What follows belongs to an exercise in optimizing a design on an open flow for small area, a short achievable clock period and few clock cycles per item; a production flow would make more cautious choices. RTL that was checked went through simulation tests only; none was proved equivalent to the original.

==> inputs of run a <==
## bit_population_counter
module bit_population_counter #(
  parameter WIDTH = 128,
  parameter SLICE = 6
)(
  input                               clk_i,
  input                               srst_i,
  input        [(WIDTH-1):0]          data_i,
  input                               data_val_i,
  output logic [$clog2(WIDTH):0]      data_o,
  output logic                        data_val_o
);
  logic s1;
  logic c2;
  logic s3;
  logic c4;
  logic s5;
  logic c6;
  logic s7;
  logic c8;
  logic s9;
  logic c10;
  logic s11;
  logic c12;
  logic s13;
  logic c14;
  logic s15;
  logic c16;
  logic s17;
  logic c18;
  logic s19;
  logic c20;
  logic s21;
  logic c22;
  logic s23;
  logic c24;
  logic s25;
  logic c26;
  logic s27;
  logic c28;
  logic s29;
  logic c30;
  logic s31;
  logic c32;
  logic s33;
  logic c34;
  logic s35;
  logic c36;
  logic s37;
  logic c38;
  logic s39;
  logic c40;
  logic s41;
  logic c42;
  logic s43;
  logic c44;
  logic s45;
  logic c46;
  logic s47;
  logic c48;
  logic s49;
  logic c50;
  logic s51;
  logic c52;
  logic s53;
  logic c54;
  logic s55;
  logic c56;
  logic s57;
  logic c58;
  logic s59;
  logic c60;
  logic s61;
  logic c62;
  logic s63;
  logic c64;
  logic s65;
  logic c66;
  logic s67;
  logic c68;
  logic s69;
  logic c70;
  logic s71;
  logic c72;
  logic s73;
  logic c74;
  logic s75;
  logic c76;
  logic s77;
  logic c78;
  logic s79;
  logic c80;
  logic s81;
  logic c82;
  logic s83;
  logic c84;
  logic s85;
  logic c86;
  logic s87;
  logic c88;
  logic s89;
  logic c90;
  logic s91;
  logic c92;
  logic s93;
  logic c94;
  logic s95;
  logic c96;
  logic s97;
  logic c98;
  logic s99;
  logic c100;
  logic s101;
  logic c102;
  logic s103;
  logic c104;
  logic s105;
  logic c106;
  logic s107;
  ...
Settings: LEC_CHECK=0, CAP_MARGIN=20, CORE_MARGIN=2, CORE_UTILIZATION=40, SETUP_SLACK_MARGIN=1.1, SLEW_MARGIN=20, SYNTH_HIERARCHICAL=1, SYNTH_MINIMUM_KEEP_SIZE=0; clock period 2.5 ns.
standard.sh (not shown) runs the stock make flow with config.mk's settings and CLKGATE_MAP_FILE= SYNTH_SCRIPT=/design/flow/synth_recipe.tcl, a recipe that flattens the netlist after the stock synthesis.
==> flow/flow/run.sh <==
#!/bin/bash
# The standard layout (bash standard.sh), with the smallest buffer,
# sky130_fd_sc_hd__buf_1, on every input and output port (the resizer may
# still upsize it where timing needs), and clock tree synthesis without
# dummy loads. Each tool's output goes to its own log.
set -o pipefail
export BUFFER_PORTS_ARGS="-buffer_cell sky130_fd_sc_hd__buf_1"
export CTS_ARGS="-sink_clustering_enable -repair_clock_nets -dont_use_dummy_load -buf_list sky130_fd_sc_hd__clkbuf_8"
bash standard.sh > standard.log 2>&1
==> inputs of run b, as changes to run a <==
--- a/flow/design.v
+++ b/flow/design.v
@@ -378,10 +378,18 @@
   logic r4_c238;
   logic r4_s241;
   logic r4_c240;
   logic r4_r3_c230;
   logic r4_c242;
+  logic r5_r4_r3_s203;
+  logic r5_r4_s231;
+  logic r5_r4_s235;
+  logic r5_s243;
+  logic r5_s247;
+  logic r5_c248;
+  logic r5_s249;
+  logic r5_c250;
   pc_fa u_s1 ( .a(data_i[0]), .b(data_i[100]), .c(data_i[101]), .s(s1), .co(c2) );
   pc_fa u_s3 ( .a(data_i[102]), .b(data_i[103]), .c(data_i[104]), .s(s3), .co(c4) );
   pc_fa u_s5 ( .a(data_i[105]), .b(data_i[106]), .c(data_i[107]), .s(s5), .co(c6) );
   pc_fa u_s7 ( .a(data_i[108]), .b(data_i[109]), .c(data_i[10]), .s(s7), .co(c8) );
   pc_fa u_s9 ( .a(data_i[110]), .b(data_i[111]), .c(data_i[112]), .s(s9), .co(c10) );
@@ -503,12 +511,12 @@
   pc_fa u_s241 ( .a(r3_c226), .b(r3_c228), .c(r3_s229), .s(s241), .co(c242) );
   pc_ha u_s243 ( .a(r4_c236), .b(r4_s239), .s(s243), .co(c244) );
   pc_fa u_s245 ( .a(r4_c238), .b(r4_c240), .c(r4_s241), .s(s245), .co(c246) );
   pc_ha u_s247 ( .a(c244), .b(s245), .s(s247), .co(c248) );
   pc_fa u_s249 ( .a(r4_c242), .b(r4_r3_c230), .c(c246), .s(s249), .co(c250) );
-  pc_ha u_s251 ( .a(c248), .b(s249), .s(s251), .co(c252) );
-  pc_ha u_s253 ( .a(c250), .b(c252), .s(s253), .co(c254) );
+  pc_ha u_s251 ( .a(r5_c248), .b(r5_s249), .s(s251), .co(c252) );
+  pc_ha u_s253 ( .a(r5_c250), .b(c252), .s(s253), .co(c254) );
   always_ff @( posedge clk_i )
     begin
       r1_s83 <= s83;
       r1_s9 <= s9;
       r1_s85 <= s85;
@@ -627,14 +635,25 @@
       r4_c240 <= c240;
       r4_r3_c230 <= r3_c230;
       r4_c242 <= c242;
     end
   always_ff @( posedge clk_i )
-    data_o <= {c254, s253, s251, s247, s243, r4_s235, r4_s231, r4_r3_s203};
-  logic [4:0] valid_delay;
-  assign data_val_o = valid_delay[4];
+    begin
+      r5_r4_r3_s203 <= r4_r3_s203;
+      r5_r4_s231 <= r4_s231;
+      r5_r4_s235 <= r4_s235;
+      r5_s243 <= s243;
+      r5_s247 <= s247;
+      r5_c248 <= c248;
+      r5_s249 <= s249;
+      r5_c250 <= c250;
+    end
+  always_ff @( posedge clk_i )
+    data_o <= {c254, s253, s251, r5_s247, r5_s243, r5_r4_s235, r5_r4_s231, r5_r4_r3_s203};
+  logic [5:0] valid_delay;
+  assign data_val_o = valid_delay[5];
   always_ff @( posedge clk_i )
     if( srst_i )
       valid_delay <= '0;
     else
-      valid_delay <= {valid_delay[3:0], data_val_i};
+      valid_delay <= {valid_delay[4:0], data_val_i};
 endmodule
--- a/flow/config.mk
+++ b/flow/config.mk
@@ -5,10 +5,10 @@
 export SDC_FILE = /design/flow/constraint.sdc
 export NUM_CORES = 4
 export LEC_CHECK = 0
 export CAP_MARGIN = 20
 export CORE_MARGIN = 2
-export CORE_UTILIZATION = 40
-export SETUP_SLACK_MARGIN = 1.1
+export CORE_UTILIZATION = 75
+export SETUP_SLACK_MARGIN = 1.05
 export SLEW_MARGIN = 20
 export SYNTH_HIERARCHICAL = 1
 export SYNTH_MINIMUM_KEEP_SIZE = 0
==> inputs of run c, as changes to run a <==
--- a/flow/design.v
+++ b/flow/design.v
@@ -378,10 +378,18 @@
   logic r4_c238;
   logic r4_s241;
   logic r4_c240;
   logic r4_r3_c230;
   logic r4_c242;
+  logic r5_r4_r3_s203;
+  logic r5_r4_s231;
+  logic r5_r4_s235;
+  logic r5_s243;
+  logic r5_s247;
+  logic r5_c248;
+  logic r5_s249;
+  logic r5_c250;
   pc_fa u_s1 ( .a(data_i[0]), .b(data_i[100]), .c(data_i[101]), .s(s1), .co(c2) );
   pc_fa u_s3 ( .a(data_i[102]), .b(data_i[103]), .c(data_i[104]), .s(s3), .co(c4) );
   pc_fa u_s5 ( .a(data_i[105]), .b(data_i[106]), .c(data_i[107]), .s(s5), .co(c6) );
   pc_fa u_s7 ( .a(data_i[108]), .b(data_i[109]), .c(data_i[10]), .s(s7), .co(c8) );
   pc_fa u_s9 ( .a(data_i[110]), .b(data_i[111]), .c(data_i[112]), .s(s9), .co(c10) );
@@ -503,12 +511,12 @@
   pc_fa u_s241 ( .a(r3_c226), .b(r3_c228), .c(r3_s229), .s(s241), .co(c242) );
   pc_ha u_s243 ( .a(r4_c236), .b(r4_s239), .s(s243), .co(c244) );
   pc_fa u_s245 ( .a(r4_c238), .b(r4_c240), .c(r4_s241), .s(s245), .co(c246) );
   pc_ha u_s247 ( .a(c244), .b(s245), .s(s247), .co(c248) );
   pc_fa u_s249 ( .a(r4_c242), .b(r4_r3_c230), .c(c246), .s(s249), .co(c250) );
-  pc_ha u_s251 ( .a(c248), .b(s249), .s(s251), .co(c252) );
-  pc_ha u_s253 ( .a(c250), .b(c252), .s(s253), .co(c254) );
+  pc_ha u_s251 ( .a(r5_c248), .b(r5_s249), .s(s251), .co(c252) );
+  pc_ha u_s253 ( .a(r5_c250), .b(c252), .s(s253), .co(c254) );
   always_ff @( posedge clk_i )
     begin
       r1_s83 <= s83;
       r1_s9 <= s9;
       r1_s85 <= s85;
@@ -627,14 +635,25 @@
       r4_c240 <= c240;
       r4_r3_c230 <= r3_c230;
       r4_c242 <= c242;
     end
   always_ff @( posedge clk_i )
-    data_o <= {c254, s253, s251, s247, s243, r4_s235, r4_s231, r4_r3_s203};
-  logic [4:0] valid_delay;
-  assign data_val_o = valid_delay[4];
+    begin
+      r5_r4_r3_s203 <= r4_r3_s203;
+      r5_r4_s231 <= r4_s231;
+      r5_r4_s235 <= r4_s235;
+      r5_s243 <= s243;
+      r5_s247 <= s247;
+      r5_c248 <= c248;
+      r5_s249 <= s249;
+      r5_c250 <= c250;
+    end
+  always_ff @( posedge clk_i )
+    data_o <= {c254, s253, s251, r5_s247, r5_s243, r5_r4_s235, r5_r4_s231, r5_r4_r3_s203};
+  logic [5:0] valid_delay;
+  assign data_val_o = valid_delay[5];
   always_ff @( posedge clk_i )
     if( srst_i )
       valid_delay <= '0;
     else
-      valid_delay <= {valid_delay[3:0], data_val_i};
+      valid_delay <= {valid_delay[4:0], data_val_i};
 endmodule
--- a/flow/config.mk
+++ b/flow/config.mk
@@ -5,10 +5,10 @@
 export SDC_FILE = /design/flow/constraint.sdc
 export NUM_CORES = 4
 export LEC_CHECK = 0
 export CAP_MARGIN = 20
 export CORE_MARGIN = 2
-export CORE_UTILIZATION = 40
-export SETUP_SLACK_MARGIN = 1.1
+export CORE_UTILIZATION = 60
+export SETUP_SLACK_MARGIN = 1.05
 export SLEW_MARGIN = 20
 export SYNTH_HIERARCHICAL = 1
 export SYNTH_MINIMUM_KEEP_SIZE = 0
==> inputs of run d, as changes to run a <==
--- a/flow/design.v
+++ b/flow/design.v
@@ -271,32 +271,32 @@
   logic c252;
   logic s253;
   logic c254;
   logic r1_s83;
   logic r1_s9;
-  logic r1_s85;
   logic r1_s101;
   logic r1_s103;
   logic r1_s105;
   logic r1_s107;
   logic r1_s109;
   logic r1_s111;
+  logic r1_s85;
   logic r1_s87;
   logic r1_s89;
   logic r1_s91;
   logic r1_s93;
   logic r1_s95;
   logic r1_s97;
   logic r1_s99;
-  logic r1_c86;
   logic r1_c100;
   logic r1_c102;
   logic r1_c104;
   logic r1_c106;
   logic r1_c108;
   logic r1_c110;
   logic r1_c112;
+  logic r1_c86;
   logic r1_c88;
   logic r1_c90;
   logic r1_c92;
   logic r1_c94;
   logic r1_c96;
@@ -330,22 +330,22 @@
   logic r1_c138;
   logic r1_c140;
   logic r2_s151;
   logic r2_s153;
   logic r2_c152;
-  logic r2_s173;
   logic r2_c154;
+  logic r2_s173;
   logic r2_s175;
   logic r2_s177;
   logic r2_s179;
   logic r2_s181;
   logic r2_c174;
   logic r2_c176;
-  logic r2_s191;
   logic r2_c178;
   logic r2_c180;
   logic r2_c182;
+  logic r2_s191;
   logic r2_s193;
   logic r2_s195;
   logic r2_s197;
   logic r2_s199;
   logic r2_c190;
@@ -361,12 +361,12 @@
   logic r3_s209;
   logic r3_c210;
   logic r3_s217;
   logic r3_s219;
   logic r3_c218;
-  logic r3_s225;
   logic r3_c220;
+  logic r3_s225;
   logic r3_s227;
   logic r3_c226;
   logic r3_c228;
   logic r3_s229;
   logic r3_c230;
@@ -378,10 +378,18 @@
   logic r4_c238;
   logic r4_s241;
   logic r4_c240;
   logic r4_r3_c230;
   logic r4_c242;
+  logic r5_r4_r3_s203;
+  logic r5_r4_s231;
+  logic r5_r4_s235;
+  logic r5_s243;
+  logic r5_s247;
+  logic r5_c248;
+  logic r5_s249;
+  logic r5_c250;
   pc_fa u_s1 ( .a(data_i[0]), .b(data_i[100]), .c(data_i[101]), .s(s1), .co(c2) );
   pc_fa u_s3 ( .a(data_i[102]), .b(data_i[103]), .c(data_i[104]), .s(s3), .co(c4) );
   pc_fa u_s5 ( .a(data_i[105]), .b(data_i[106]), .c(data_i[107]), .s(s5), .co(c6) );
   pc_fa u_s7 ( .a(data_i[108]), .b(data_i[109]), .c(data_i[10]), .s(s7), .co(c8) );
   pc_fa u_s9 ( .a(data_i[110]), .b(data_i[111]), .c(data_i[112]), .s(s9), .co(c10) );
@@ -503,38 +511,38 @@
   pc_fa u_s241 ( .a(r3_c226), .b(r3_c228), .c(r3_s229), .s(s241), .co(c242) );
   pc_ha u_s243 ( .a(r4_c236), .b(r4_s239), .s(s243), .co(c244) );
   pc_fa u_s245 ( .a(r4_c238), .b(r4_c240), .c(r4_s241), .s(s245), .co(c246) );
   pc_ha u_s247 ( .a(c244), .b(s245), .s(s247), .co(c248) );
   pc_fa u_s249 ( .a(r4_c242), .b(r4_r3_c230), .c(c246), .s(s249), .co(c250) );
-  pc_ha u_s251 ( .a(c248), .b(s249), .s(s251), .co(c252) );
-  pc_ha u_s253 ( .a(c250), .b(c252), .s(s253), .co(c254) );
+  pc_ha u_s251 ( .a(r5_c248), .b(r5_s249), .s(s251), .co(c252) );
+  pc_ha u_s253 ( .a(r5_c250), .b(c252), .s(s253), .co(c254) );
   always_ff @( posedge clk_i )
     begin
       r1_s83 <= s83;
       r1_s9 <= s9;
-      r1_s85 <= s85;
       r1_s101 <= s101;
       r1_s103 <= s103;
       r1_s105 <= s105;
       r1_s107 <= s107;
       r1_s109 <= s109;
       r1_s111 <= s111;
+      r1_s85 <= s85;
       r1_s87 <= s87;
       r1_s89 <= s89;
       r1_s91 <= s91;
       r1_s93 <= s93;
       r1_s95 <= s95;
       r1_s97 <= s97;
       r1_s99 <= s99;
-      r1_c86 <= c86;
       r1_c100 <= c100;
       r1_c102 <= c102;
       r1_c104 <= c104;
       r1_c106 <= c106;
       r1_c108 <= c108;
       r1_c110 <= c110;
       r1_c112 <= c112;
+      r1_c86 <= c86;
       r1_c88 <= c88;
       r1_c90 <= c90;
       r1_c92 <= c92;
       r1_c94 <= c94;
       r1_c96 <= c96;
@@ -571,22 +579,22 @@
   always_ff @( posedge clk_i )
     begin
       r2_s151 <= s151;
       r2_s153 <= s153;
       r2_c152 <= c152;
-      r2_s173 <= s173;
       r2_c154 <= c154;
+      r2_s173 <= s173;
       r2_s175 <= s175;
       r2_s177 <= s177;
       r2_s179 <= s179;
       r2_s181 <= s181;
       r2_c174 <= c174;
       r2_c176 <= c176;
-      r2_s191 <= s191;
       r2_c178 <= c178;
       r2_c180 <= c180;
       r2_c182 <= c182;
+      r2_s191 <= s191;
       r2_s193 <= s193;
       r2_s195 <= s195;
       r2_s197 <= s197;
       r2_s199 <= s199;
       r2_c190 <= c190;
@@ -605,12 +613,12 @@
       r3_s209 <= s209;
       r3_c210 <= c210;
       r3_s217 <= s217;
       r3_s219 <= s219;
       r3_c218 <= c218;
-      r3_s225 <= s225;
       r3_c220 <= c220;
+      r3_s225 <= s225;
       r3_s227 <= s227;
       r3_c226 <= c226;
       r3_c228 <= c228;
       r3_s229 <= s229;
       r3_c230 <= c230;
@@ -627,14 +635,25 @@
       r4_c240 <= c240;
       r4_r3_c230 <= r3_c230;
       r4_c242 <= c242;
     end
   always_ff @( posedge clk_i )
-    data_o <= {c254, s253, s251, s247, s243, r4_s235, r4_s231, r4_r3_s203};
-  logic [4:0] valid_delay;
-  assign data_val_o = valid_delay[4];
+    begin
+      r5_r4_r3_s203 <= r4_r3_s203;
+      r5_r4_s231 <= r4_s231;
+      r5_r4_s235 <= r4_s235;
+      r5_s243 <= s243;
+      r5_s247 <= s247;
+      r5_c248 <= c248;
+      r5_s249 <= s249;
+      r5_c250 <= c250;
+    end
+  always_ff @( posedge clk_i )
+    data_o <= {c254, s253, s251, r5_s247, r5_s243, r5_r4_s235, r5_r4_s231, r5_r4_r3_s203};
+  logic [5:0] valid_delay;
+  assign data_val_o = valid_delay[5];
   always_ff @( posedge clk_i )
     if( srst_i )
       valid_delay <= '0;
     else
-      valid_delay <= {valid_delay[3:0], data_val_i};
+      valid_delay <= {valid_delay[4:0], data_val_i};
 endmodule
==> flow/flow/run.sh (replaced) <==
#!/bin/bash
# The standard layout (bash standard.sh), with the smallest buffer,
# sky130_fd_sc_hd__buf_1, on every input and output port; the resizer may
# still upsize it where timing needs. Each tool's output goes to its own log.
set -o pipefail
export BUFFER_PORTS_ARGS="-buffer_cell sky130_fd_sc_hd__buf_1"
bash standard.sh > standard.log 2>&1
==> impl_metrics.ini <==
[run_status]
error = [ERROR DPL-0033] detailed placement checks failed during check placement.
lastStage = 3_5_place_dp
status = stopped before the end

[yosys]
postSynthCellCount = 264
That was run b.
==> impl_metrics.ini <==
[run_status]
status = finished clean

[yosys]
synth.most_common_cell = dfxtp_1
postSynthCellCount = 264

[final_layout]
nMultiInputCombCells = 133

[sta]
setup_viol = 0
That was run d.
==> impl_metrics.ini <==
[power_and_ir_drop]
p_per_area_nw_per_um2 = 1070

[run_status]
status = finished clean

[clock_network]
cts.clk_slew.worst_paths_ps = 70

[yosys]
postSynthCellCount = 264
syn_nets = 522

[routing]
drc = 0

[setup_path]
end_kind = flop
That was run c.
==> impl_metrics.ini <==
[run_status]
status = finished clean

[setup_path]
timing.rr.end = data_o[6]
r2r_start = r4_c238
critPathKind = reg -> reg

[yosys]
postSynthCellCount = 254
That was run a.
Testbench counts of run b, summed over its fixed seeds: cycles 8,048, items 8,000.
Testbench counts of run c, summed over its fixed seeds: cycles 8,048, items 8,000.
Testbench counts of run d, summed over its fixed seeds: cycles 8,048, items 8,000.
Function not checked in run a: the RTL went through the layout flow alone.

## afterwards: timing with drivers on the ports
In the flow no input, the clock included, has a driving cell. The finished layouts below were timed again as built, in two steps. Step 1 sets driving cells, clkbuf_16 on the clock port and buf_2 on the other inputs (assumed; they add their load-dependent delay and slew). Step 2, shift: input delay + t, output delay - t, t = (earliest + latest rising clock arrival at the registers) / 2. This alone moves slack from input paths to output paths. a / b / c = no drivers / after step 1 / after step 2; a / b = the first two.
run | shift t [ns] | slack for setup (ns) | worst register clock-pin slew, ns
run a | 0.430 | 0.846 / 0.846 / 0.722 | 0.07 / 0.07
run c | 0.441 | 1.007 / 1.007 / 0.758 | 0.07 / 0.07
run d | 0.435 | 1.012 / 1.012 / 0.747 | 0.06 / 0.06
After both steps every run listed still meets setup and hold. For run d, which loses most, drivers alone change the setup slack by 0.000 ns; drivers and shift together by -0.265 ns.
